What follows belongs to an exercise in optimizing a design on an open flow for small area; a production flow would make more cautious choices. Function was checked by simulation only, so behaviour that the tests miss may differ from the original. The flow treats the clock pin as an ideal source, which a real chip does not have. Power figures rest on the tool's default switching activity, not on a simulated workload.

## flow/design.v

```verilog
module bcd_step(d, up, n);
    input [3:0] d;
    input up;
    output [3:0] n;
    wire nz = d[3] | d[2] | d[1];
    assign n[0] = ~d[0];
    assign n[1] = up ? ((d[1] ^ d[0]) & ~d[3]) : ((d[1] ^ ~d[0]) & nz);
    assign n[2] = up ? (d[2] ^ (d[1] & d[0])) : (d[2] ? (d[1] | d[0]) : (d[3] & ~d[0]));
    assign n[3] = up ? ((d[3] & ~d[0]) | (d[2] & d[1] & d[0])) : ((d[3] & d[0]) | ~(nz | d[0]));
endmodule
module seg7(d, s);
    input [3:0] d;
    output [6:0] s;
    assign s[0] = (d[0] & ~d[1] & ~d[2] & ~d[3]) | (d[2] & d[3]) | (~d[0] & ~d[1] & d[2]);
    assign s[1] = (~d[0] & d[1] & d[2]) | (d[1] & d[3]) | (d[0] & ~d[1] & d[2]);
    assign s[2] = (d[1] & d[3]) | (~d[0] & d[1] & ~d[2]);
    assign s[3] = (~d[0] & ~d[1] & d[2]) | (d[0] & ~d[1] & ~d[2] & ~d[3]) | (d[0] & d[1] & d[2]);
    assign s[4] = (~d[1] & d[2]) | d[0];
    assign s[5] = (d[1] & ~d[2]) | (d[0] & ~d[2] & ~d[3]) | (d[0] & d[1]);
    assign s[6] = (~d[1] & ~d[2] & ~d[3]) | (d[0] & d[1] & d[2]);
endmodule
module seg7_p0(d, s);
    input [3:0] d;
    output [6:0] s;
    assign s[0] = (d[0] & ~d[1] & ~d[2] & ~d[3]) | (d[2] & d[3]) | (~d[0] & ~d[1] & d[2]);
    assign s[1] = ~((~d[0] & ~d[1]) | (d[0] & d[1] & ~d[3]) | (~d[2]));
    assign s[2] = (d[1] & d[3]) | (~d[0] & d[1] & ~d[2]);
    assign s[3] = (~d[0] & ~d[1] & d[2]) | (d[0] & ~d[1] & ~d[2] & ~d[3]) | (d[0] & d[1] & d[2]);
    assign s[4] = (d[0]) | (~d[1] & d[2] & ~d[3]);
    assign s[5] = (d[1] & ~d[2]) | (d[0] & ~d[2] & ~d[3]) | (d[0] & d[1]);
    assign s[6] = (~d[1] & ~d[2] & ~d[3]) | (d[0] & d[1] & d[2] & ~d[3]);
endmodule
module seg7_p1(d, s);
    input [3:0] d;
    output [6:0] s;
    assign s[0] = (d[0] & ~d[1] & ~d[2] & ~d[3]) | (d[1] & d[3]) | (~d[0] & ~d[1] & d[2]);
    assign s[1] = (~d[0] & d[1] & d[2]) | (d[1] & d[3]) | (d[0] & ~d[1] & d[2]);
    assign s[2] = (d[1] & d[3]) | (~d[0] & d[1] & ~d[2]);
    assign s[3] = (d[1] & d[3]) | (~d[0] & ~d[1] & d[2]) | (d[0] & ~d[1] & ~d[2] & ~d[3]) | (d[0] & d[1] & d[2]);
    assign s[4] = (~d[1] & d[2]) | (d[0]);
    assign s[5] = (d[1] & ~d[2]) | (d[0] & ~d[2] & ~d[3]) | (d[0] & d[1]);
    assign s[6] = (~d[1] & ~d[2] & ~d[3]) | (d[0] & d[1] & d[2]);
endmodule
module seg7_p2(d, s);
    input [3:0] d;
    output [6:0] s;
    assign s[0] = (d[0] & ~d[1] & ~d[2] & ~d[3]) | (d[1] & d[3]) | (~d[0] & ~d[1] & d[2]);
    assign s[1] = (~d[0] & d[1] & d[2]) | (d[1] & d[3]) | (d[0] & ~d[1] & d[2]);
    assign s[2] = (d[1] & d[3]) | (~d[0] & d[1] & ~d[2]);
    assign s[3] = (d[1] & d[3]) | (~d[0] & ~d[1] & d[2]) | (d[0] & ~d[1] & ~d[2] & ~d[3]) | (d[0] & d[1] & d[2]);
    assign s[4] = (~d[1] & d[2]) | (d[0]);
    assign s[5] = (d[1] & ~d[2]) | (d[0] & ~d[2] & ~d[3]) | (d[0] & d[1]);
    assign s[6] = (~d[1] & ~d[2] & ~d[3]) | (d[0] & d[1] & d[2]);
endmodule
module seg7_p3(d, s);
    input [3:0] d;
    output [6:0] s;
    assign s[0] = (~d[0] & ~d[1] & d[2]) | (d[0] & ~d[1] & ~d[2] & ~d[3]) | (d[0] & d[1] & d[3]);
    assign s[1] = (d[0] & ~d[1] & d[2]) | (~d[0] & d[1] & d[2] & ~d[3]) | (d[0] & d[1] & d[3]);
    assign s[2] = (d[0] & d[1] & d[3]) | (~d[0] & d[1] & ~d[2]);
    assign s[3] = (d[1] & d[3]) | (~d[0] & ~d[1] & d[2] & ~d[3]) | (d[0] & ~d[1] & ~d[2] & ~d[3]) | (d[0] & d[1] & d[2]);
    assign s[4] = (~d[1] & d[2]) | (d[0]);
    assign s[5] = (d[1] & ~d[2]) | (d[0] & ~d[2] & ~d[3]) | (d[0] & d[1]);
    assign s[6] = (~d[1] & ~d[2] & ~d[3]) | (d[1] & d[2] & d[3]) | (d[0] & d[1] & d[2]);
endmodule
module seg7_p4(d, s);
    input [3:0] d;
    output [6:0] s;
    assign s[0] = (d[0] & ~d[1] & ~d[2] & ~d[3]) | (d[1] & d[3]) | (~d[0] & ~d[1] & d[2]);
    assign s[1] = (~d[0] & d[1] & d[2]) | (d[1] & d[3]) | (d[0] & ~d[1] & d[2]);
    assign s[2] = (~d[0] & d[1] & ~d[2] & ~d[3]) | (d[0] & d[1] & d[3]) | (d[2] & d[3]);
    assign s[3] = (~d[0] & ~d[1] & d[2]) | (d[0] & ~d[1] & ~d[2] & ~d[3]) | (d[1] & ~d[2] & d[3]) | (d[0] & d[1] & d[2]);
    assign s[4] = (~d[1] & d[2]) | (d[0]);
    assign s[5] = (d[1] & ~d[2]) | (d[0] & ~d[2] & ~d[3]) | (d[0] & d[1]);
    assign s[6] = (~d[1] & ~d[2] & ~d[3]) | (d[0] & d[1] & d[2]);
endmodule
module bcd_add(t, a, ci, s, co);
    input [3:0] t, a;
    input ci;
    output [3:0] s;
    output co;
    wire [4:0] z = t + a + ci;
    assign co = z[4] | (z[3] & (z[2] | z[1]));
    assign s = z[3:0] + {1'b0, co, co, 1'b0};
endmodule
module top_book_vending(clk, sw9, sw8, sw7, sw6, sw5, sw4, sw3, sw2, sw1 , sw0, btn3, btn2, btn1, btn0 , seg5, seg4, seg3, seg2, seg1, seg0);
    input sw0, sw1, sw2, sw3, sw4, sw5, sw6, sw7, sw8, sw9;
    input btn0, btn1, btn2, btn3;
    input clk;
    output [6:0] seg0, seg1, seg2, seg3, seg4, seg5;
    reg [3:0] ch;             
    reg [3:0] c1, c0;         
    reg [3:0] qh;             
    reg [3:0] q0;             
    reg [3:0] th;             
    reg [3:0] t3, t2, t1;     
    reg [1:0] t0h;            
    wire [3:0] t0 = {t0h, t1[0], 1'b0};
    reg [2:0] m;              
    reg       prev_buy;       
    wire [3:0] B = {btn3, btn2, btn1, btn0};
    wire c3 = ch[3] & ch[1];                                     
    wire [3:0] c2 = {ch[3] & ~ch[1], ch[2], ch[1] & ~ch[3], ch[0]};
    wire q2 = qh[3] & (qh[2] | qh[1]);                           
    wire [3:0] q1 = q2 ? {2'b00, qh[2], qh[0]} : qh;
    wire t5 = th[3] & (th[2] | th[1]);                           
    wire [3:0] t4 = t5 ? {2'b00, th[2], th[0]} : th;
    wire [1:0] ck = {sw6, sw5};
    wire c_up = sw7;
    wire cz2 = (ch == 4'd0);
    wire cz1 = cz2 & (c1 == 4'd0);
    wire c0ge4 = c0[3] | c0[2];
    wire c1ge24 = c1[3] | c1[2] | (c1[1] & (c1[0] | c0ge4));
    reg c_blk;
    always @* begin
        if (c_up) begin
            case (ck)
                2'd0: c_blk = c3 & c1[1] & c0[1] & c0[0];                   
                2'd1: c_blk = c3 & (c1[1] | (c1[0] & c0ge4));               
                2'd2: c_blk = c3 | (ch[3] & ch[0] & c1ge24);                
                default: c_blk = ~cz2 | c1ge24;                             
            endcase
        end else begin
            case (ck)
                2'd0: c_blk = cz1 & (c0 == 4'd0);
                2'd1: c_blk = cz1;
                2'd2: c_blk = cz2;
                default: c_blk = ~c3;
            endcase
        end
    end
    wire ca0 = (ck == 2'd0);
    wire ca1 = (ck == 2'd1) | (ca0 & (c_up ? c0[3] & c0[0] : c0 == 4'd0));
    wire cah = ck[1] | (ca1 & (c_up ? c1[3] & c1[0] : c1 == 4'd0));
    wire [3:0] c0s, c1s;
    bcd_step st_c0(c0, c_up, c0s);
    bcd_step st_c1(c1, c_up, c1s);
    wire [3:0] chs = (ck == 2'd3) ? {c_up, 1'b0, c_up, 1'b0} : c_up ? ch + 4'd1 : ch - 4'd1;
    wire c_go = ~sw9 | ~c_blk;
    always @(posedge clk) begin
        if (sw8 & c_go & (~sw9 | ca0)) c0 <= sw9 ? c0s : 4'd0;
        if (sw8 & c_go & (~sw9 | ca1)) c1 <= sw9 ? c1s : 4'd0;
        if (sw8 & c_go & (~sw9 | cah)) ch <= sw9 ? chs : 4'd0;
    end
    wire qk = sw1;
    wire q_up = sw2;
    wire qz1 = (qh == 4'd0);
    wire qh12 = qh[3] & qh[2];
    wire qh11 = qh[3] & qh[1] & qh[0];
    reg q_blk;
    always @* begin
        if (q_up) begin
            if (!qk) q_blk = qh12 & q0[2] & q0[1] & q0[0];                 
            else     q_blk = qh12 | (qh11 & q0[3]);                        
        end else begin
            if (!qk) q_blk = qz1 & (q0 == 4'd0);
            else     q_blk = qz1;
        end
    end
    wire qa0 = ~qk;
    wire qah = qk | (q_up ? q0[3] & q0[0] : q0 == 4'd0);
    wire [3:0] q0s;
    bcd_step st_q0(q0, q_up, q0s);
    wire [3:0] qhs = q_up ? qh + 4'd1 : qh - 4'd1;
    wire q_go = ~sw4 | ~q_blk;
    always @(posedge clk) begin
        if (sw3 & q_go & (~sw4 | qa0)) q0 <= sw4 ? q0s : 4'd0;
        if (sw3 & q_go & (~sw4 | qah)) qh <= sw4 ? qhs : 4'd0;
    end
    wire c1le4 = ~c1[3] & ~(c1[2] & (c1[1] | c1[0]));
    wire lt256 = (ch <= 4'd1) | ((ch == 4'd2) & (c1le4 | (c1 == 4'd5) & ~c0[3] & ~(c0[2] & c0[1])));
    wire lt512 = (ch <= 4'd4) | ((ch == 4'd5) & ((c1 == 4'd0) | ((c1 == 4'd1) & ~c0[3] & ~c0[2] & ~c0[1])));
    reg [3:0] a2, a3, ah;
    always @* begin
        if (lt256) begin             
            a2 = q0; a3 = q1; ah = {3'd0, q2};
        end else if (lt512) begin    
            a2 = {1'b0, q0[0], 1'b0, q0[0]};
            a3 = {1'b0, q0[3:1]} + {1'b0, qh[0], 1'b0, qh[0]};
            ah = {1'b0, qh[3:1]};
        end else begin               
            a2 = 4'd0; a3 = q0; ah = qh;
        end
    end
    wire [3:0] s2, s3;
    wire k2, k3;
    bcd_add ad2(t2, a2, 1'b0, s2, k2);
    bcd_add ad3(t3, a3, k2, s3, k3);
    wire [4:0] sh = th + ah + k3;             
    wire lge72 = t1[3] | (t1[0] & t1[1] & t1[2]);
    wire wrap = (sh >= 5'd14) | ((sh == 5'd13) & ((s3 >= 4'd2) | ((s3 == 4'd1) & ((s2 != 4'd0) | lge72))));
    wire [1:0] w0h;
    wire [3:0] w1;
    assign w0h[0] = t0h[1] | (t1[0] & t0h[0]);
    assign w0h[1] = ~t1[0] & ~t0h[0] & ~t0h[1];
    assign w1[0] = t0h[1] | (~t1[0] & t0h[0]);
    assign w1[1] = (~t1[0] & ~t1[1] & ~t1[3]) | (t1[0] & t1[3]) | (t1[0] & t1[1] & ~t1[2]);
    assign w1[2] = (t1[0] & ~t1[2] & ~t1[3]) | (t1[1] & ~t1[2]) | (~t1[0] & ~t1[1] & t1[2]);
    assign w1[3] = (t1[0] & ~t1[1] & t1[2]) | (~t1[0] & t1[1] & t1[2]);
    wire b2 = ~lge72;
    wire [4:0] w2x = {1'b0, s2} - b2;
    wire b3 = w2x[4];
    wire [3:0] w2 = b3 ? w2x + 5'd10 : w2x;
    wire [4:0] w3x = {1'b0, s3} - 5'd1 - b3;
    wire b4 = w3x[4];
    wire [3:0] w3 = b4 ? w3x + 5'd10 : w3x;
    wire [3:0] wh = sh - 5'd13 - b4;           
    wire m0 = m[2] & ~m[0];
    wire buy = (B == 4'b1110) & ~sw0 & ~prev_buy;
    always @(posedge clk) begin
        prev_buy <= (B == 4'b1110);
        if (B == 4'b0111) m <= 3'b100;
        else if (B == 4'b1011) m <= 3'b001;
        else if (B == 4'b1101) m <= 3'b010;
        else if (B == 4'b1110) m <= {sw0, 1'b0, sw0};
        if (m0 | buy) begin
            th <= m0 ? 4'd0 : wrap ? wh : sh[3:0];
            t3 <= m0 ? 4'd0 : wrap ? w3 : s3;
            t2 <= m0 ? 4'd0 : wrap ? w2 : s2;
        end
        if (m0 | (buy & wrap)) begin
            t1 <= m0 ? 4'd0 : w1;
            t0h <= m0 ? 2'd0 : w0h;
        end
    end
    localparam [6:0] BAR = 7'b0111111,
                     L_C = 7'b0100111, L_N = 7'b0101011, L_Q = 7'b0011000,
                     L_T = 7'b0000111, L_Y = 7'b0010001, L_F = 7'b0001110,
                     L_I = 7'b1111001, L_BN = 7'b1001000, L_S = 7'b0010010,
                     L_H = 7'b0001001;
    wire m1 = m[0];              
    wire m2 = m[1];
    wire m4 = m[2];              
    wire tz4 = (th == 4'd0);
    wire tz3 = tz4 & (t3 == 4'd0);
    wire tz2 = tz3 & (t2 == 4'd0);
    wire tz1 = tz2 & (t1 == 4'd0);
    wire [3:0] dd0 = m0 ? 4'd15 : m4 ? 4'd12 : m1 ? c0 : m2 ? q0 : t0;
    wire [3:0] dd1 = m0 ? 4'd11 : m4 ? 4'd5 : m1 ? (cz1 ? 4'd15 : c1) : m2 ? (qz1 ? 4'd15 : q1) : (tz1 ? 4'd15 : t1);
    wire [3:0] dd2 = m0 ? 4'd11 : m4 ? 4'd1 : m1 ? (cz2 ? 4'd15 : c2) : m2 ? (q2 ? 4'd1 : 4'd15) : (tz2 ? 4'd15 : t2);
    wire [3:0] dd3 = m0 ? 4'd11 : m4 ? 4'd14 : m2 ? 4'd12 : m1 ? (c3 ? 4'd1 : 4'd15) : (tz3 ? 4'd15 : t3);
    wire [3:0] dd4 = m0 ? 4'd11 : m4 ? 4'd1 : m2 ? 4'd14 : m1 ? 4'd10 : (tz4 ? 4'd15 : t4);
    seg7_p0 dc0(dd0, seg0);
    seg7_p1 dc1(dd1, seg1);
    seg7_p2 dc2(dd2, seg2);
    seg7_p3 dc3(dd3, seg3);
    seg7_p4 dc4(dd4, seg4);
    assign seg5 = m0 ? BAR : m4 ? L_F : m2 ? L_Q : m1 ? L_C : t5 ? 7'b1111001 : 7'b1111111;
endmodule
```

## flow/flow/run.sh

```bash
#!/bin/bash
# Own layout flow: the standard ORFS flow (standard.sh) with three changes that
# only change how the layout is made:
#  1. synthesis maps all the logic with a stronger ABC area script (flow/area.abc);
#     everything else in synthesis, registers included, is the standard synthesis;
#  2. every input and output port is buffered with the smallest buffer (buf_1);
#  3. the clock tree uses small clock buffers and no dummy loads.
# Each tool's output goes to a log file of its own in this folder and in orfs/logs.
set -euo pipefail
W=$(pwd)
F=$W/flow

# 1. synthesis: ORFS's synth.tcl with our ABC script in place of the area/speed one
sed 's#log_cmd abc {\*}$abc_args#log_cmd abc {*}[lreplace $abc_args 1 1 '"$F"'/area.abc]#' \
    "$FLOW_HOME/scripts/synth.tcl" > "$W/own_synth_core.tcl"
grep -q "$F/area.abc" "$W/own_synth_core.tcl"
sed 's#$::env(SCRIPTS_DIR)/synth.tcl#'"$W"'/own_synth_core.tcl#' "$W/synth_recipe.tcl" > "$W/own_synth.tcl"
grep -q own_synth_core "$W/own_synth.tcl"
# (ADDER_MAP_FILE empty: no full/half-adder cells are extracted before ABC, so ABC maps all the logic)
sed 's#SYNTH_SCRIPT=[^ ]*#SYNTH_SCRIPT='"$W"'/own_synth.tcl ADDER_MAP_FILE=#' "$W/standard.sh" > "$W/own_standard.sh"
grep -q own_synth.tcl "$W/own_standard.sh"

# 2. and 3. through ORFS's own variables
export BUFFER_PORTS_ARGS="-buffer_cell sky130_fd_sc_hd__buf_1"
export CTS_ARGS="-sink_clustering_enable -repair_clock_nets -dont_use_dummy_load -sink_clustering_size 50 -sink_clustering_max_diameter 300 -root_buf sky130_fd_sc_hd__clkbuf_8 -buf_list {sky130_fd_sc_hd__clkbuf_8 sky130_fd_sc_hd__clkbuf_16}"

bash "$W/own_standard.sh" finish > "$W/flow_make.log" 2>&1
```

## flow/flow/area.abc

```
strash
&get -n
&deepsyn -T 30
&put
dch -f
amap
strash
&get -n
&deepsyn -T 30
&put
dch -f
amap
topo
```

## flow/standard.sh

```bash
#!/bin/bash
# synth_recipe.tcl (not shown) runs the flow's synth.tcl, then flattens the netlist and writes it again
# the make line also repeats each setting of config.mk as NAME=value (left out here)
make -C /OpenROAD-flow-scripts/flow DESIGN_CONFIG=/design/flow/config.mk WORK_HOME=/design/flow/orfs CLKGATE_MAP_FILE= SYNTH_SCRIPT=/design/flow/synth_recipe.tcl "${@:-finish}"
```

## flow/config.mk

```make
export PLATFORM = sky130hd
export DESIGN_NAME = top_book_vending
export DESIGN_NICKNAME = top_book_vending
export VERILOG_FILES = /design/flow/design.v
export SDC_FILE = /design/flow/constraint.sdc
export NUM_CORES = 4
export LEC_CHECK = 0
export ABC_AREA = 1
export CAP_MARGIN = 20
export CORE_MARGIN = 2
export CORE_UTILIZATION = 60
export SLEW_MARGIN = 20
```

## flow/constraint.sdc

```tcl
create_clock -name core_clock -period 20.0 [get_ports {clk}]
set_input_delay 4.0000 -clock core_clock [delete_from_list [all_inputs] [get_ports {clk}]]
set_output_delay 4.0000 -clock core_clock [all_outputs]
set_load 0.01 [all_outputs]
```

==> results.cfg, run 1 <==
[synth]
synth_seq_cells = 42
synth_edf_count = 38
ys_async_sr_fraction = 0
yosysSeqAreaShare = 0.323
avgSynthCellArea_um2 = 6.59
syn_area_um2 = 3780
synth_fa_ha_area_frac = 0
synth_cells = 573
synth_compound_area_frac = 0.316
synth_mux_area_frac = 0
synth_top_family_by_area = compound AO/OA/AOI/OAI gates
synthXorXnorAreaFrac = 0
synthFlopType = edfxtp_1
ys_warn_count = 1
synthesis.nets = 588
ys_types = 36
yosys.area_share.simple = 0.272

[critical_path]
critical-path-max-stage-delay_ns = 0.53
worst_setup_path_start_kind = flip-flop
endpoint_kind = primary output
cp.arrival_ns = 3.57
crit_type = reg2out
crit_path_frequent_cell = nor3_1
critPathMaxFanout = 9
required_ns = 16.00
rrSetupSlack_ns = 12.78
startpoint = t3[1]
crit_chain = nor3_1 > clkinv_1 > nor3_1 > nand3_1 > o31ai_1 > o221a_1 > o32ai_1 > nor3_1 > nor2_1 > o21ai_0 > or2_0 > o21ai_0 > buf_1
crit_path_top_delay_cell = edfxtp_1
r2r-start = c1[1]

[clock_tree]
cts_root_buffer = clkbuf_8
insertion_delay_ns = 0.30
cts_resized = 0
clockBufferDepth = 2
cts_setup_buffers = 0
cts.clk_slew.worst_paths_ns = 0.07
ctsHoldBuffers = 0
cts_buffers = 5
htree_levels = 2
clock_sinks = 42
cts_tree = done

[run_status]
status = finished clean

[placement]
gp_congestion = 0.954
numPortBuffers = 56
dpl.hpwl_um = 8990

[power_and_ir_drop]
p_leak_nw = 1.37
power_w = 0.000503
p_per_area_nw_per_um2 = 121
ir_drop_mv = 0.120

[sta]
slew_violations = 0
layout_min_cycle_time_ns = 7.57
period_share = 0.379
finalHoldViolations = 0
rsz0062_at_grt = false
fin_hold_ws_ns = 0.506
fin_skew_ns = 0.0115
tns_ns = 0
tightest_slew_ns = 0.735
setup-violations-final = 0
timing.slew.headroom = 0.508
clock.fmax_ghz = 0.132

[global_route]
grt_pass1_wl_um = 18800
grt_usage = 0.329
grt_pass1_vias = 4066
antenna_found_initial = 0
grt_max_degree = 17
grt_overflow_total = 0

[die]
die_w_um = 83.3
initial_utilization = 0.630
rows = 28
die-area_um2 = 6940
die_h_um = 83.3
core_um2 = 5990
ios = 57

[cells_and_area]
syn2layout_area_growth_pct = 9.87
num-fill-cells = 539
final_common_cell = nor2_1
antenna_cells = 0
drive_gt1_frac = 0.0110
fin_nets = 651
mostFrequentLayoutCells = nor2_1 (126), clkinv_1 (85), nand2_1 (67)

[routing]
dr.pass1.iters = 5
routed_via_density = 6.36
wl_per_cell_um = 15.8
vias = 4511
drt_iter0_drc = 471
drcViolationCount = 0
routed_wl_um = 11200
final_antenna_net_count = 0

[flow_run]
max_cap_viol_count = 0

[hold_path]
hp-class = reg2reg
worstHoldStart = m[1]
==> sequential cells by signal, summed over array words and instances, names as in the netlist, 3 cells and up <==
| name | flops |
|---|---|
| c0 | 4 |
| t1 | 4 |
| ch | 4 |
| t2 | 4 |
| m | 3 |
| q0 | 4 |
| th | 4 |
| t3 | 4 |
| qh | 4 |
| c1 | 4 |
==> cell type report <==
| cell class | count | area, um^2 | share of cell area |
|---|---|---|---|
| Multi-Input combinational cell | 444 | 2220 | 0.535 |
| Sequential cell | 42 | 1220 | 0.294 |
| Inverter | 85 | 319 | 0.0769 |
| Timing Repair Buffer | 58 | 225 | 0.0543 |
| Tap cell | 75 | 93.8 | 0.0226 |
| Clock buffer | 5 | 68.8 | 0.0166 |
==> worst max-delay path, delay by kind of cell (launching register included) <==
family                 cells  cell delay (ns)
buffers and inverters      2             0.29
AOI/OAI and AO/OA          5             1.06
and+or+nand+nor            6             1.39
DFF                        1             0.53
==> through the flow <==
| stage | area [um^2] | setup WS, ns | utilization | std cells |
|---|---|---|---|---|
| 6_report | 4150 | 12.43 | 0.693 | 709 |
| 4_1_cts | 4150 | 12.51 | 0.693 | 709 |
| 3_3_place_gp | 4080 | 12.95 | 0.681 | 704 |
| 3_5_place_dp | 4080 | 12.84 | 0.681 | 704 |
| 2_1_floorplan | 3780 | 13.16 | - | 573 |
| 5_1_grt | 4150 | 11.82 | 0.693 | 709 |
==> kinds of logic (layout without fill, tap and decap cells) <==
kind of cell           after synthesis  in the layout
DFF                                 42             42
buffers and inverters               87            148
AOI/OAI and AO/OA                  196            196
and+or+nand+nor                    248            248
==> per-layer routing <==
metal,wire [um],global-route usage,up-vias,share of wire
li1,-,-,2185,-
met1,4700,0.450,2024,0.42
met2,4940,0.504,271,0.44
met3,1220,0.0726,31,0.11
met4,318,0.134,0,0.028
met5,0,0,-,0
==> synthesized netlist by cell type (7+ instances only) <==
cell type / count / area (um^2)
nor2_1: 126 / 473
clkinv_1: 85 / 319
nand2_1: 67 / 251
o21ai_0: 62 / 310
a21oi_1: 48 / 240
edfxtp_1: 38 / 1140
nor3_1: 27 / 135
o22ai_1: 18 / 113
a211oi_1: 17 / 128
a31oi_1: 14 / 87.6
o21a_1: 8 / 60.1
or2_0: 8 / 50.1
nand3_1: 7 / 35.0
==> report_power, final <==
part	switching, W	total [W]	internal (W)
clock	0.0000282	0.0000508	0.0000226
combinational	0.000205	0.000303	0.0000980
sequential	0.0000244	0.000148	0.000124
total	0.000258	0.000503	0.000245
==> worst paths after layout <==
check,end,cells after the start
min,m[1],1
min reg2reg,m[1],1
max reg2reg,t2[2],39
max,seg1[1],13
==> run 2, diff against run 1 <==
--- a/flow/design.v
+++ b/flow/design.v
@@ -97,6 +97,6 @@
     reg [1:0] t0h;            
     wire [3:0] t0 = {t0h, t1[0], 1'b0};
-    reg [2:0] m;              
-    reg       prev_buy;       
+    reg [2:0] m;
+    wire prev_buy = m[2] & m[1];
     wire [3:0] B = {btn3, btn2, btn1, btn0};
     wire c3 = ch[3] & ch[1];                                     
@@ -206,12 +206,12 @@
     wire [3:0] w3 = b4 ? w3x + 5'd10 : w3x;
     wire [3:0] wh = sh - 5'd13 - b4;           
-    wire m0 = m[2] & ~m[0];
+    wire m0 = m[2] & ~m[1] & ~m[0];
     wire buy = (B == 4'b1110) & ~sw0 & ~prev_buy;
     always @(posedge clk) begin
-        prev_buy <= (B == 4'b1110);
         if (B == 4'b0111) m <= 3'b100;
         else if (B == 4'b1011) m <= 3'b001;
         else if (B == 4'b1101) m <= 3'b010;
-        else if (B == 4'b1110) m <= {sw0, 1'b0, sw0};
+        else if (B == 4'b1110) m <= {2'b11, sw0};
+        else if (prev_buy) m <= {m[0], 1'b0, m[0]};
         if (m0 | buy) begin
             th <= m0 ? 4'd0 : wrap ? wh : sh[3:0];
@@ -230,6 +230,6 @@
                      L_H = 7'b0001001;
     wire m1 = m[0];              
-    wire m2 = m[1];
-    wire m4 = m[2];              
+    wire m2 = m[1] & ~m[2];
+    wire m4 = m[2] & m[0];
     wire tz4 = (th == 4'd0);
     wire tz3 = tz4 & (t3 == 4'd0);
==> run 2 against run 1 <==
Via count increased by 0.31%. Die area increased by 2.4%. Largest cell class unchanged. Synthesized cell count increased by 4.4%. Critical endpoint is now t2[2]. Critical path depth increased by 31.
==> results.cfg, run 2 <==
[critical_path]
crit_path_top_delay_cell = o21ai_0
crit_type = reg2reg
cp.arrival_ns = 8.25
endpoint_kind = flip-flop
worst_setup_path_start_kind = flip-flop
r2r-start = c1[1]
ff2ff_path_depth = 44
rrSetupSlack_ns = 11.88
required_ns = 20.13
critPathMaxFanout = 8
startpoint = c1[1]
crit_path_frequent_cell = nand2_1
r2r-end = t2[2]
cp-endpoint = t2[2]
critical-path-max-stage-delay_ns = 0.70

[clock_tree]
cts_setup_buffers = 0
cts.clk_slew.worst_paths_ns = 0.09
clockBufferDepth = 2
ctsHoldBuffers = 0
htree_levels = 2
cts_tree = done
cts_root_buffer = clkbuf_8
cts_resized = 0
cts_buffers = 5
clock_sinks = 41
insertion_delay_ns = 0.30

[power_and_ir_drop]
p_leak_nw = 1.44
power_w = 0.000665
ir_drop_mv = 0.156
p_per_area_nw_per_um2 = 157

[run_status]
status = finished clean

[global_route]
grt_overflow_total = 0
grt_pass1_wl_um = 18100
grt_pass1_vias = 3979
grt_usage = 0.308
grt_max_degree = 17
antenna_found_initial = 0

[sta]
slew_violations = 0
finalHoldViolations = 0
tightest_slew_ns = 0.895
setup_slack_ns = 11.88
clock.fmax_ghz = 0.123
fin_skew_ns = 0.0195
fin_hold_ws_ns = 0.636
setup-violations-final = 0
rsz0062_at_grt = false
timing.slew.headroom = 0.397
layout_min_cycle_time_ns = 8.12
period_share = 0.406
tns_ns = 0

[synth]
yosysTopAreaCell = edfxtp_1
avgSynthCellArea_um2 = 6.47
syn_area_um2 = 3870
synthTopCellsByCount = nor2_1 (142), clkinv_1 (90), nand2_1 (79)
yosys-top-cells-area = edfxtp_1 (29%), nor2_1 (14%), o21ai_0 (9.2%)
synth_cells = 598
synth_compound_area_frac = 0.298
yosysSeqAreaShare = 0.310
synthXorXnorAreaFrac = 0
ys_async_sr_fraction = 0
synth_fa_ha_area_frac = 0
ys_warn_count = 1
synth_top_family_by_area = simple AND/OR/NAND/NOR gates
synthesis.nets = 613
synth_seq_cells = 41
ys_types = 41
synth_top_area_frac = 0.295
synthFlopType = edfxtp_1
synth_edf_count = 38
yosys.area_share.simple = 0.301
synth_most_common_cell = nor2_1
synth_mux_area_frac = 0

[hold_path]
hp-class = reg2reg
worstHoldStart = ch[0]
min_path_cells = 1

[placement]
dp.cells = 730
gp_congestion = 0.971
numPortBuffers = 56
dpl.hpwl_um = 8830
place_ws_ns = 12.16

[die]
die_h_um = 84.3
ios = 57
rows = 29
core_um2 = 6280
die_w_um = 84.3
initial_utilization = 0.617
die-area_um2 = 7110

[cells_and_area]
syn2layout_area_growth_pct = 9.50
drive_gt1_frac = 0.00912
antenna_cells = 0
layout.cells.non_filler = 735
final_common_cell = nor2_1
mostFrequentLayoutCells = nor2_1 (142), clkinv_1 (90), nand2_1 (79)
fin_nets = 675

[flow_run]
max_cap_viol_count = 0

[routing]
vias = 4525
final_antenna_net_count = 0
wl_per_cell_um = 15.0
routed_via_density = 6.16
dr.pass1.iters = 6
drcViolationCount = 0
routed_wl_um = 11000
drt_iter0_drc = 402
[run 2: changes by cell type after synthesis, moves of 4 or more]
cell	previous run	this run
a211oi_1	17	7
a21oi_1	48	30
a31oi_1	14	5
and2_0	0	4
clkinv_1	85	90
nand2_1	67	79
nand3_1	7	14
nor2_1	126	142
nor3_1	27	19
o21ai_0	62	71
o311ai_0	5	1
o32ai_1	3	8
or2_0	8	4
[run 2: final cells by class]
| class | count | area, um^2 |
|---|---|---|
| clock buffer | 5 | 68.8 |
| fill | 567 | 2040 |
| inverter | 90 | 338 |
| multi-input combinational | 465 | 2320 |
| sequential | 41 | 1200 |
| tap | 77 | 96.3 |
| timing repair buffer | 57 | 218 |
[run 2: where the power goes]
group | switching (W) | internal [W] | total, W
Clock | 0.0000284 | 0.0000226 | 0.0000510
Combinational | 0.000300 | 0.000149 | 0.000449
Sequential | 0.0000307 | 0.000135 | 0.000165
[run 2: stage by stage]
step | area (um^2) | utilization
after global routing | 4240 | 0.675
final | 4240 | 0.675
after detailed placement | 4170 | 0.664
after CTS | 4240 | 0.675
after floorplan | 3870 | -
after global placement | 4170 | 0.664
[run 2: critical path, delay by kind of cell, from the launching register on]
family | cells | cell delay (ns)
flops | 1 | 0.42
compound gates | 17 | 4.06
simple gates | 23 | 2.71
buf+inv | 4 | 0.72
[run 2: cell families (layout without fill, tap and decap cells)]
kind of cell / Yosys count / in the layout
and+or+nand+nor: 280 / 280
buffers and inverters: 92 / 152
AOI/OAI and AO/OA: 185 / 185
DFF: 41 / 41
[run 2: how the worst min path moves through the flow]
stage / endpoint / slack (ns)
floorplan: ch[0] / 0.58
global placement: ch[0] / 0.62
detailed placement: ch[0] / 0.62
CTS: ch[0] / 0.64
global route: ch[0] / 0.67
finish: ch[0] / 0.64
[run 2: per-layer routing]
metal,routed length (um),vias to the layer above,share of wire,GRT usage
li1,-,2236,-,-
met1,4740,2018,0.43,0.408
met2,5140,246,0.47,0.510
met3,875,25,0.080,0.0551
met4,249,0,0.023,0.103
met5,0,-,0,0
==> run 3, diff against run 2 <==
--- a/flow/design.v
+++ b/flow/design.v
@@ -137,9 +137,12 @@
     bcd_step st_c1(c1, c_up, c1s);
     wire [3:0] chs = (ck == 2'd3) ? {c_up, 1'b0, c_up, 1'b0} : c_up ? ch + 4'd1 : ch - 4'd1;
-    wire c_go = ~sw9 | ~c_blk;
+    wire c_step = sw8 & sw9 & ~c_blk;    
+    wire c_clr = sw8 & ~sw9;             
     always @(posedge clk) begin
-        if (sw8 & c_go & (~sw9 | ca0)) c0 <= sw9 ? c0s : 4'd0;
-        if (sw8 & c_go & (~sw9 | ca1)) c1 <= sw9 ? c1s : 4'd0;
-        if (sw8 & c_go & (~sw9 | cah)) ch <= sw9 ? chs : 4'd0;
+        c0[2:0] <= (c_step & ca0) ? c0s[2:0] : c0[2:0] & {3{~c_clr}};
+        c1[2:0] <= (c_step & ca1) ? c1s[2:0] : c1[2:0] & {3{~c_clr}};
+        if ((c_step & ca0) | c_clr) c0[3] <= c0s[3] & ~c_clr;
+        if ((c_step & ca1) | c_clr) c1[3] <= c1s[3] & ~c_clr;
+        ch <= (c_step & cah) ? chs : ch & {4{~c_clr}};
     end
     wire qk = sw1;
@@ -163,8 +166,10 @@
     bcd_step st_q0(q0, q_up, q0s);
     wire [3:0] qhs = q_up ? qh + 4'd1 : qh - 4'd1;
-    wire q_go = ~sw4 | ~q_blk;
+    wire q_step = sw3 & sw4 & ~q_blk;    
+    wire q_clr = sw3 & ~sw4;             
     always @(posedge clk) begin
-        if (sw3 & q_go & (~sw4 | qa0)) q0 <= sw4 ? q0s : 4'd0;
-        if (sw3 & q_go & (~sw4 | qah)) qh <= sw4 ? qhs : 4'd0;
+        q0[2:0] <= (q_step & qa0) ? q0s[2:0] : q0[2:0] & {3{~q_clr}};
+        if ((q_step & qa0) | q_clr) q0[3] <= q0s[3] & ~q_clr;
+        qh <= (q_step & qah) ? qhs : qh & {4{~q_clr}};
     end
     wire c1le4 = ~c1[3] & ~(c1[2] & (c1[1] | c1[0]));
@@ -208,4 +213,5 @@
     wire m0 = m[2] & ~m[1] & ~m[0];
     wire buy = (B == 4'b1110) & ~sw0 & ~prev_buy;
+    wire buy_add = buy & ~m0;
     always @(posedge clk) begin
         if (B == 4'b0111) m <= 3'b100;
@@ -213,14 +219,10 @@
         else if (B == 4'b1101) m <= 3'b010;
         else if (B == 4'b1110) m <= {2'b11, sw0};
-        else if (prev_buy) m <= {m[0], 1'b0, m[0]};
-        if (m0 | buy) begin
-            th <= m0 ? 4'd0 : wrap ? wh : sh[3:0];
-            t3 <= m0 ? 4'd0 : wrap ? w3 : s3;
-            t2 <= m0 ? 4'd0 : wrap ? w2 : s2;
-        end
-        if (m0 | (buy & wrap)) begin
-            t1 <= m0 ? 4'd0 : w1;
-            t0h <= m0 ? 2'd0 : w0h;
-        end
+        else m <= m & {~prev_buy | m[0], ~prev_buy, 1'b1};    
+        th <= buy_add ? (wrap ? wh : sh[3:0]) : th & {4{~m0}};
+        t3 <= buy_add ? (wrap ? w3 : s3) : t3 & {4{~m0}};
+        t2 <= buy_add ? (wrap ? w2 : s2) : t2 & {4{~m0}};
+        t1 <= (buy_add & wrap) ? w1 : t1 & {4{~m0}};
+        t0h <= (buy_add & wrap) ? w0h : t0h & {2{~m0}};
     end
     localparam [6:0] BAR = 7'b0111111,
==> flow/flow/area.abc (replaced) <==
strash
&get -n
&deepsyn -J 100
&put
dch -f
amap
strash
&get -n
&deepsyn -J 100
&put
dch -f
amap
topo
==> run 3 against run 2 <==
Worst setup slack lost 0.35 ns. Register-to-register slack worse by 0.35 ns. Wire length grew 5.9%. Cell area decreased by 4.6%. Final cell count rose by 2.2%. Synthesized cell count increased by 3.2%. Non-clock buffer count down 1. Clock skew is essentially flat. Synthesized area is 4.8% lower. Critical path depth unchanged. Count of clock-buffer cells in the layout unchanged. Critical endpoint is now t3[2]. First-iteration DRC count is 15% higher.
==> results.cfg, run 3 <==
[run_status]
status = finished clean

[synth]
synth_cells = 617
syn_area_um2 = 3690
avgSynthCellArea_um2 = 5.97
synth_top_area_frac = 0.206
yosysSeqAreaShare = 0.231
synthFlopType = dfxtp_1
yosysTopAreaCell = dfxtp_1
yosys-top-cells-area = dfxtp_1 (21%), nor2_1 (15%), clkinv_1 (10%)
ys_types = 48
synth_edf_count = 3
ys_async_sr_fraction = 0
synthTopCellsByCount = nor2_1 (150), clkinv_1 (99), o21ai_0 (68)
ys_warn_count = 1
synthesis.nets = 632
synth_most_common_cell = nor2_1
synth_seq_cells = 41

[clock_tree]
cts_buffers = 5
insertion_delay_ns = 0.31
cts_resized = 0
ctsHoldBuffers = 0
cts_root_buffer = clkbuf_8
clockBufferDepth = 2
htree_levels = 2
cts_tree = done
clock_sinks = 41
cts_setup_buffers = 0
cts.clk_slew.worst_paths_ns = 0.09

[cells_and_area]
antenna_cells = 0
finalInstanceArea_um2 = 4040
mostFrequentLayoutCells = nor2_1 (150), clkinv_1 (99), o21ai_0 (68)
final_common_cell = nor2_1
fin_nets = 693
drive_gt1_frac = 0.00740
syn2layout_area_growth_pct = 9.71

[critical_path]
crit_type = reg2reg
crit_path_frequent_cell = clkinv_1
required_ns = 20.23
crit_path_top_delay_cell = o31ai_1
critical-path-max-stage-delay_ns = 0.65
endpoint_kind = flip-flop
worst_setup_path_start_kind = flip-flop
crit_buf_inv = 9
cpLargestDelayFamily = compound AO/OA/AOI/OAI gates
critPathMaxFanout = 7
cp.arrival_ns = 8.70

[placement]
dpl-instance-area_um2 = 3980
dpl.hpwl_um = 9340
gp_congestion = 1.03
numPortBuffers = 56

[sta]
rsz0062_at_grt = false
tns_ns = 0
period_share = 0.424
clock.fmax_ghz = 0.118
tightest_slew_ns = 0.857
slew_violations = 0
fin_hold_ws_ns = 0.517
fin_skew_ns = 0.0193
layout_min_cycle_time_ns = 8.47
finalHoldViolations = 0
timing.slew.headroom = 0.427
setup-violations-final = 0

[power_and_ir_drop]
p_seq_frac = 0.197
switching_share = 0.566
ir_drop_mv = 0.107
p_sw_w = 0.000326
pwr-share-clk = 0.090
intPower_w = 0.000250
p_leak_nw = 1.35
p_per_area_nw_per_um2 = 142
power_frac_comb = 0.713

[global_route]
grt_max_degree = 13
grt_usage = 0.341
grt_overflow_total = 0
antenna_found_initial = 0
grt_pass1_wl_um = 18200
grt_pass1_vias = 3964

[routing]
wl_per_cell_um = 15.5
dr.pass1.iters = 8
final_antenna_net_count = 0
drt_iter0_drc = 461
routed_wl_um = 11700
drcViolationCount = 0
vias = 4769
routed_via_density = 6.35

[die]
die_h_um = 82.4
initial_utilization = 0.623
core_um2 = 5920
rows = 28
die-area_um2 = 6790
die_w_um = 82.4
ios = 57

[hold_path]
hp-class = reg2reg

[flow_run]
max_cap_viol_count = 0
==> run 3: logic make-up after synthesis <==
family,count (synthesis),share of synthesized area
AOI/OAI and AO/OA,208,0.357
DFF,41,0.231
buffers and inverters,101,0.105
and+or+nand+nor,267,0.307
==> run 3: cell type report <==
class,count,area [um^2]
fillers,549,1880
clock buffers,5,68.8
repair buffers,56,210
well taps,75,93.8
multi-input cells,475,2450
inverters,99,372
flip-flops and latches,41,851
==> run 3: final timing paths <==
path / from / end / slack [ns] / cells after the start
setup / recovery: c1[0] / t3[2] / 11.53 / 44
hold / removal: t0h[0] / t0h[0] / 0.52 / 2
setup reg to reg: c1[0] / t3[2] / 11.53 / 44
hold reg to reg: t0h[0] / t0h[0] / 0.52 / 2
==> run 3: power groups by stage <==
stage	sequential, W	combinational [W]	clock [W]
6_report	0.000113	0.000411	0.0000519
5_1_grt	0.000115	0.000458	0.0000530
4_1_cts	0.000112	0.000401	0.0000515
3_5_place_dp	0.000114	0.000398	0
3_3_place_gp	0.000114	0.000391	0
2_1_floorplan	0.000109	0.000294	0
==> run 3: routing by layer <==
metal / share of wire / track usage / up-vias
met5: 0 / 0 / -
met4: 0.025 / 0.118 / 0
met3: 0.11 / 0.0848 / 37
met2: 0.43 / 0.524 / 307
met1: 0.43 / 0.464 / 2126
li1: - / - / 2299
==> run 3: tightest hold or removal path, cell delays in order, from the launching register on <==
cell and delay (ns):
dfxtp_1 0.33, nand3_1 0.06, o21ai_0 0.07
==> run 3: through the flow <==
step	utilization	power, W	std cells	setup slack [ns]
floorplan	-	0.000403	617	13.18
global placement	0.671	0.000505	746	12.14
detailed placement	0.671	0.000513	746	11.79
CTS	0.683	0.000564	751	11.74
global route	0.683	0.000626	751	10.68
finish	0.683	0.000576	751	11.53
==> run 4, diff against run 3 <==
--- a/flow/flow/area.abc
+++ b/flow/flow/area.abc
@@ -11,3 +11,7 @@
 dch -f
 amap
+mfs3 -aez -H 6
+mfs3 -ae -H 6
+mfs3 -aez -H 6
+mfs3 -ae -H 6
 topo
==> run 4 against run 3 <==
The run now fails in 1_2_yosys.
==> results.cfg, run 4 <==
[run_status]
haltStage = 1_2_yosys
error = ERROR: ABC failed with status 6
status = did not finish

[synth]
ys_warn_count = 1
==> run 5, diff against run 4 <==
==> flow/flow/run.sh (replaced) <==
#!/bin/bash
# Own layout flow: the standard ORFS flow (standard.sh) with three changes that
# only change how the layout is made:
#  1. synthesis maps all the logic with a stronger ABC area script (flow/area.abc,
#     or flow/safe.abc if ABC fails on it); everything before that step,
#     registers and their names included, is the standard synthesis;
#  2. every input and output port is buffered with the smallest buffer (buf_1);
#  3. the clock tree uses no dummy loads.
# Each tool's output goes to a log file of its own in this folder and in orfs/logs.
set -euo pipefail
W=$(pwd)
F=$W/flow

# 1. synthesis: ORFS's synth.tcl with our ABC script in place of the area/speed one
# (ADDER_MAP_FILE empty: no full/half-adder cells are extracted before ABC, so ABC maps all the logic)
core() {
  sed 's#log_cmd abc {\*}$abc_args#log_cmd abc {*}[lreplace $abc_args 1 1 '"$F/$1"']#' \
      "$FLOW_HOME/scripts/synth.tcl" > "$W/own_synth_core.tcl"
  grep -q "$F/$1" "$W/own_synth_core.tcl"
}
core area.abc
sed 's#$::env(SCRIPTS_DIR)/synth.tcl#'"$W"'/own_synth_core.tcl#' "$W/synth_recipe.tcl" > "$W/own_synth.tcl"
grep -q own_synth_core "$W/own_synth.tcl"
sed 's#SYNTH_SCRIPT=[^ ]*#SYNTH_SCRIPT='"$W"'/own_synth.tcl ADDER_MAP_FILE=#' "$W/standard.sh" > "$W/own_standard.sh"
grep -q own_synth.tcl "$W/own_standard.sh"

# 2. and 3. through ORFS's own variables
export BUFFER_PORTS_ARGS="-buffer_cell sky130_fd_sc_hd__buf_1"
export CTS_ARGS="-sink_clustering_enable -repair_clock_nets -dont_use_dummy_load -sink_clustering_size 50 -sink_clustering_max_diameter 300 -root_buf sky130_fd_sc_hd__clkbuf_8 -buf_list {sky130_fd_sc_hd__clkbuf_8 sky130_fd_sc_hd__clkbuf_16}"

if ! bash "$W/own_standard.sh" synth > "$W/flow_synth.log" 2>&1; then
  core safe.abc
  bash "$W/own_standard.sh" synth > "$W/flow_synth_safe.log" 2>&1
fi
bash "$W/own_standard.sh" finish > "$W/flow_make.log" 2>&1
==> flow/flow/area.abc (replaced) <==
strash
&get -n
&deepsyn -J 100
&put
dch -f
amap
strash
&get -n
&deepsyn -J 100
&put
dch -f
amap
mfs3 -ae -H 6
mfs3 -ae -H 6
topo
==> flow/flow/safe.abc (new file) <==
strash
&get -n
&deepsyn -J 100
&put
dch -f
amap
strash
&get -n
&deepsyn -J 100
&put
dch -f
amap
topo
==> run 5 against run 4 <==
Now clean on timing, DRC and antenna.
==> results.cfg, run 5 <==
[synth]
ys_async_sr_fraction = 0
syn_area_um2 = 3650
yosysTopAreaCell = dfxtp_1
synth_seq_cells = 41
synthTopCellsByCount = nor2_1 (134), clkinv_1 (80), o21ai_0 (64)
synthFlopType = dfxtp_1
yosys-top-cells-area = dfxtp_1 (21%), nor2_1 (14%), o21ai_0 (8.8%)
synth_edf_count = 3
synth_top_area_frac = 0.208
yosysSeqAreaShare = 0.233
ys_warn_count = 1
synth_most_common_cell = nor2_1
ys_types = 46
synth_cells = 596
avgSynthCellArea_um2 = 6.13
synthesis.nets = 611

[sta]
layout_min_cycle_time_ns = 8.25
finalHoldViolations = 0
fin_skew_ns = 0.0312
tightest_slew_ns = 0.820
clock.fmax_ghz = 0.121
slew_violations = 0
tns_ns = 0
setup-violations-final = 0
timing.slew.headroom = 0.453
rsz0062_at_grt = false
setup_slack_ns = 11.75
period_share = 0.413

[global_route]
antenna_found_initial = 0
grt_pass1_vias = 3946
grt_usage = 0.342
grt_max_degree = 15
grt_pass1_wl_um = 17900
grt_overflow_total = 0

[power_and_ir_drop]
p_per_area_nw_per_um2 = 127
pwr-share-clk = 0.102
p_seq_frac = 0.220
power_frac_comb = 0.678
p_sw_w = 0.000279
ir_drop_mv = 0.104
p_leak_nw = 1.38
power_w = 0.000510
switching_share = 0.547
intPower_w = 0.000231

[critical_path]
worst_setup_path_start_kind = flip-flop
critPathMaxFanout = 8
required_ns = 20.21
endpoint_kind = flip-flop
ff2ff_path_depth = 43
cp.arrival_ns = 8.46
crit_type = reg2reg
crit_path_top_delay_cell = o31ai_1
critical-path-max-stage-delay_ns = 0.57

[routing]
vias = 4582
routed_via_density = 6.27
drcViolationCount = 0
top_layer = met4
wl_met2_um = 4980
wl_met1_um = 4980
final_antenna_net_count = 0
dr.pass1.iters = 6
routed_wl_um = 11300
wl_per_cell_um = 15.4
drt_iter0_drc = 348
route.met3.wl_um = 1070

[placement]
gp_congestion = 0.961
place_ws_ns = 11.99
dpl.hpwl_um = 8990
numPortBuffers = 56

[cells_and_area]
antenna_cells = 0
mostFrequentLayoutCells = nor2_1 (134), clkinv_1 (80), o21ai_0 (64)
final_common_cell = nor2_1
syn2layout_area_growth_pct = 10.0
drive_gt1_frac = 0.00915
fin_nets = 673

[clock_tree]
clock_sinks = 41
cts_buffers = 5
clockBufferDepth = 2
insertion_delay_ns = 0.31
ctsHoldBuffers = 0
htree_levels = 2
cts_setup_buffers = 0
cts_tree = done
cts_resized = 0
cts.clk_slew.worst_paths_ns = 0.08
cts_root_buffer = clkbuf_8

[run_status]
status = finished clean

[hold_path]
hp-class = reg2reg
min_path_cells = 2

[die]
die_w_um = 82.0
initial_utilization = 0.617
die_h_um = 82.0
core_um2 = 5920
rows = 28
ios = 57
die-area_um2 = 6730

[flow_run]
max_cap_viol_count = 0
==> run 5: logic make-up (layout without fill, tap and decap cells) <==
kind of cell	Yosys count	after routing	synth area share
AND/OR/NAND/NOR	263	263	0.314
AO/OA/AOI/OAI	210	210	0.367
buffers and inverters	82	142	0.0863
flip-flops	41	41	0.233
==> run 5: final cells by class <==
cell class | instances | area (um^2)
clock buffers | 5 | 68.8
fillers | 543 | 1900
inverters | 80 | 300
multi-input cells | 473 | 2490
flip-flops and latches | 41 | 851
well taps | 75 | 93.8
repair buffers | 57 | 218
==> run 5: worst paths after layout <==
kind	end	from	slack, ns
worst max register to register	t3[2]	c1[0]	11.75
worst min register to register	t0h[0]	t0h[0]	0.50
worst max-delay path	t3[2]	c1[0]	11.75
worst min-delay path	t0h[0]	t0h[0]	0.50
==> run 5: power by group through the flow <==
stage | Sequential, W | Clock, W | Combinational [W]
5_1_grt | 0.000113 | 0.0000537 | 0.000390
3_3_place_gp | 0.000113 | 0 | 0.000333
6_report | 0.000112 | 0.0000519 | 0.000346
2_1_floorplan | 0.000107 | 0 | 0.000251
4_1_cts | 0.000111 | 0.0000518 | 0.000339
3_5_place_dp | 0.000113 | 0 | 0.000337
==> run 5: routing by layer <==
metal / global-route usage / up-vias
met5: 0 / -
met4: 0.120 / 0
met3: 0.0769 / 34
met2: 0.544 / 243
met1: 0.453 / 2057
li1: - / 2248
==> run 5: stage by stage <==
step | util | instance area (um^2) | cells | hold slack, ns
after floorplan | - | 3650 | 596 | 0.452
after global placement | 0.667 | 3950 | 726 | 0.465
after detailed placement | 0.667 | 3950 | 726 | 0.486
after CTS | 0.679 | 4020 | 731 | 0.495
after global routing | 0.679 | 4020 | 731 | 0.542
final | 0.679 | 4020 | 731 | 0.497
==> run 5: critical path, delay by kind of cell, from the launching register on <==
| kind | cells | cell delay, ns |
|---|---|---|
| compound gates | 19 | 3.92 |
| simple gates | 17 | 2.60 |
| buf+inv | 7 | 1.24 |
| flops | 1 | 0.41 |
==> run 6, diff against run 5 <==
--- a/flow/flow/run.sh
+++ b/flow/flow/run.sh
@@ -6,5 +6,6 @@
 #     registers and their names included, is the standard synthesis;
 #  2. every input and output port is buffered with the smallest buffer (buf_1);
-#  3. the clock tree uses no dummy loads.
+#  3. the clock tree uses no dummy loads, and its root buffer is downsized
+#     after CTS (flow/post_cts.tcl).
 # Each tool's output goes to a log file of its own in this folder and in orfs/logs.
 set -euo pipefail
@@ -27,4 +28,5 @@
 # 2. and 3. through ORFS's own variables
 export BUFFER_PORTS_ARGS="-buffer_cell sky130_fd_sc_hd__buf_1"
+export POST_CTS_TCL="$F/post_cts.tcl"
 export CTS_ARGS="-sink_clustering_enable -repair_clock_nets -dont_use_dummy_load -sink_clustering_size 50 -sink_clustering_max_diameter 300 -root_buf sky130_fd_sc_hd__clkbuf_8 -buf_list {sky130_fd_sc_hd__clkbuf_8 sky130_fd_sc_hd__clkbuf_16}"
 
==> flow/flow/post_cts.tcl (new file) <==
# After CTS: the root clock buffer only drives the few leaf clock buffers, so
# the smallest-but-one clock buffer is enough for it.
foreach inst [get_cells -filter "ref_name =~ sky130_fd_sc_hd__clkbuf_*"] {
  foreach pin [get_pins -of_objects $inst -filter "direction == input"] {
    set net [get_nets -of_objects $pin]
    if { $net ne "" && [get_full_name $net] eq "clk" } {
      puts "post_cts: root clock buffer [get_full_name $inst] -> sky130_fd_sc_hd__clkbuf_2"
      replace_cell $inst sky130_fd_sc_hd__clkbuf_2
    }
  }
}
==> run 6 against run 5 <==
Cell area decreased by 0.22%. Final cell count unchanged. Sequential cell count unchanged. Clock power decreased by 6.9%. Combinational power about the same. Global-route usage unchanged.
==> results.cfg, run 6 <==
[sta]
slew_violations = 0
period_share = 0.413
tns_ns = 0
timing.slew.headroom = 0.448
clock.fmax_ghz = 0.121
rsz0062_at_grt = false
tightest_slew_ns = 0.828
layout_min_cycle_time_ns = 8.26
setup-violations-final = 0
fin_skew_ns = 0.0326
finalHoldViolations = 0

[routing]
drt_iter0_drc = 421
drcViolationCount = 0
wl_per_cell_um = 15.5
final_antenna_net_count = 0
routed_wl_um = 11300
vias = 4595
dr.pass1.iters = 8
routed_via_density = 6.29

[synth]
synth_top_family_by_area = compound AO/OA/AOI/OAI gates
synth_mux_area_frac = 0
syn_area_um2 = 3650
synth_most_common_cell = nor2_1
ys_async_sr_fraction = 0
yosysTopAreaCell = dfxtp_1
yosysSeqAreaShare = 0.233
avgSynthCellArea_um2 = 6.13
synth_seq_cells = 41
yosys.area_share.simple = 0.314
synthesis.nets = 611
synth_fa_ha_area_frac = 0
synth_top_area_frac = 0.208
synthFlopType = dfxtp_1
yosys-top-cells-area = dfxtp_1 (21%), nor2_1 (14%), o21ai_0 (8.8%)
synthXorXnorAreaFrac = 0
synth_cells = 596
synth_edf_count = 3
synth_compound_area_frac = 0.367
ys_warn_count = 1
ys_types = 46
synthTopCellsByCount = nor2_1 (134), clkinv_1 (80), o21ai_0 (64)

[critical_path]
r2r-start = c1[0]
worst_setup_path_start_kind = flip-flop
r2r-end = t3[2]
crit_path_top_delay_cell = o31ai_1
required_ns = 20.30
rrSetupSlack_ns = 11.74
critical-path-max-stage-delay_ns = 0.57
ff2ff_path_depth = 43
crit_type = reg2reg
critPathMaxFanout = 8
cp.arrival_ns = 8.56
endpoint_kind = flip-flop

[cells_and_area]
syn2layout_area_growth_pct = 9.76
fin_nets = 673
final_common_cell = nor2_1
mostFrequentLayoutCells = nor2_1 (134), clkinv_1 (80), o21ai_0 (64)
antenna_cells = 0
num-fill-cells = 544
fin_util = 0.678
drive_gt1_frac = 0.00915

[hold_path]
hp-class = reg2reg
min_to = t0h[0]
min_path_cells = 2
worstHoldStart = t0h[0]

[placement]
numPortBuffers = 56
dpl.hpwl_um = 8990
gp_congestion = 0.961

[global_route]
grt_pass1_vias = 3948
grt_max_degree = 15
antenna_found_initial = 0
grt_overflow_total = 0
grt_pass1_wl_um = 17900
grt_usage = 0.342

[die]
initial_utilization = 0.617
die_w_um = 82.0
core_um2 = 5920
ios = 57
die-area_um2 = 6730
rows = 28
die_h_um = 82.0

[clock_tree]
insertion_delay_ns = 0.40
cts_tree = done
cts.clk_slew.worst_paths_ns = 0.07
clock_sinks = 41

[power_and_ir_drop]
p_leak_nw = 1.37
ir_drop_mv = 0.104
p_per_area_nw_per_um2 = 126
power_w = 0.000506

[run_status]
status = finished clean

[flow_run]
max_cap_viol_count = 0
## run 6: layer usage
layer | part of all wire | GRT usage
met1 | 0.44 | 0.453
met2 | 0.44 | 0.544
met3 | 0.096 | 0.0769
met4 | 0.022 | 0.120
met5 | 0 | 0
## run 6: area by class of cell
cell class | count | area [um^2] | area share
Timing Repair Buffer | 57 | 218 | 0.0543
Sequential cell | 41 | 851 | 0.212
Inverter | 80 | 300 | 0.0749
Multi-Input combinational cell | 473 | 2490 | 0.620
Tap cell | 75 | 93.8 | 0.0234
Clock buffer | 5 | 60.1 | 0.0150
## run 6: worst max path at each step
| stage | endpoint | start | slack (ns) | cells after the start |
|---|---|---|---|---|
| floorplan | seg1[1] | m[1] | 13.15 | 13 |
| global placement | t3[2] | c1[0] | 12.43 | 43 |
| detailed placement | t3[2] | c1[0] | 11.99 | 43 |
| global route | t3[2] | c1[0] | 10.91 | 43 |
| finish | t3[2] | c1[0] | 11.74 | 43 |
## run 6: cells by family after synthesis
family,after synthesis
flip-flops,41
buffers and inverters,82
AO/OA/AOI/OAI,210
AND/OR/NAND/NOR,263
## run 6: critical path: cells and delay by family, from the launching register on
kind,cells,cell delay [ns]
buf+inv,7,1.24
compound gates,19,3.92
flops,1,0.41
simple gates,17,2.60
## run 6: per-stage QoR
| stage | instances | hold slack, ns | area [um^2] | worst slack, ns |
|---|---|---|---|---|
| 5_1_grt | 731 | 0.542 | 4010 | 10.91 |
| 2_1_floorplan | 596 | 0.452 | 3650 | 13.15 |
| 3_5_place_dp | 726 | 0.486 | 3950 | 11.99 |
| 6_report | 731 | 0.497 | 4010 | 11.74 |
| 3_3_place_gp | 726 | 0.465 | 3950 | 12.43 |
## run 6: report_power, final
part / internal [W] / switching [W]
logic: 0.000114 / 0.000232
registers: 0.0000942 / 0.0000175
clock network: 0.0000191 / 0.0000292

-- afterwards: timing with drivers on the ports --
The flow's constraints put no driver on any port. The routed layouts listed below were extracted and timed again, unchanged, in two steps. Step 1: set_driving_cell puts a clkbuf_16 on clk and a buf_2 on each other input, an assumption about the parent block. Step 2, shift: input delay + t, output delay - t, t = (earliest + latest rising clock arrival at the registers) / 2. This alone moves slack from input paths to output paths. Three values: ideal ports, drivers, drivers and shift; two values: the first two.
| run | t, ns | setup WS [ns] | latest minus earliest clock arrival (ns) |
|---|---|---|---|
| run 1 | 0.324 | 12.429 / 12.396 / 12.720 | 0.011 / 0.012 |
| run 2 | 0.320 | 11.881 / 11.881 / 11.881 | 0.019 / 0.020 |
| run 3 | 0.328 | 11.529 / 11.529 / 11.529 | 0.020 / 0.019 |
| run 5 | 0.326 | 11.746 / 11.746 / 11.746 | 0.033 / 0.032 |
| run 6 | 0.415 | 11.737 / 11.737 / 11.737 | 0.034 / 0.034 |
After both steps every run listed still meets setup and hold.
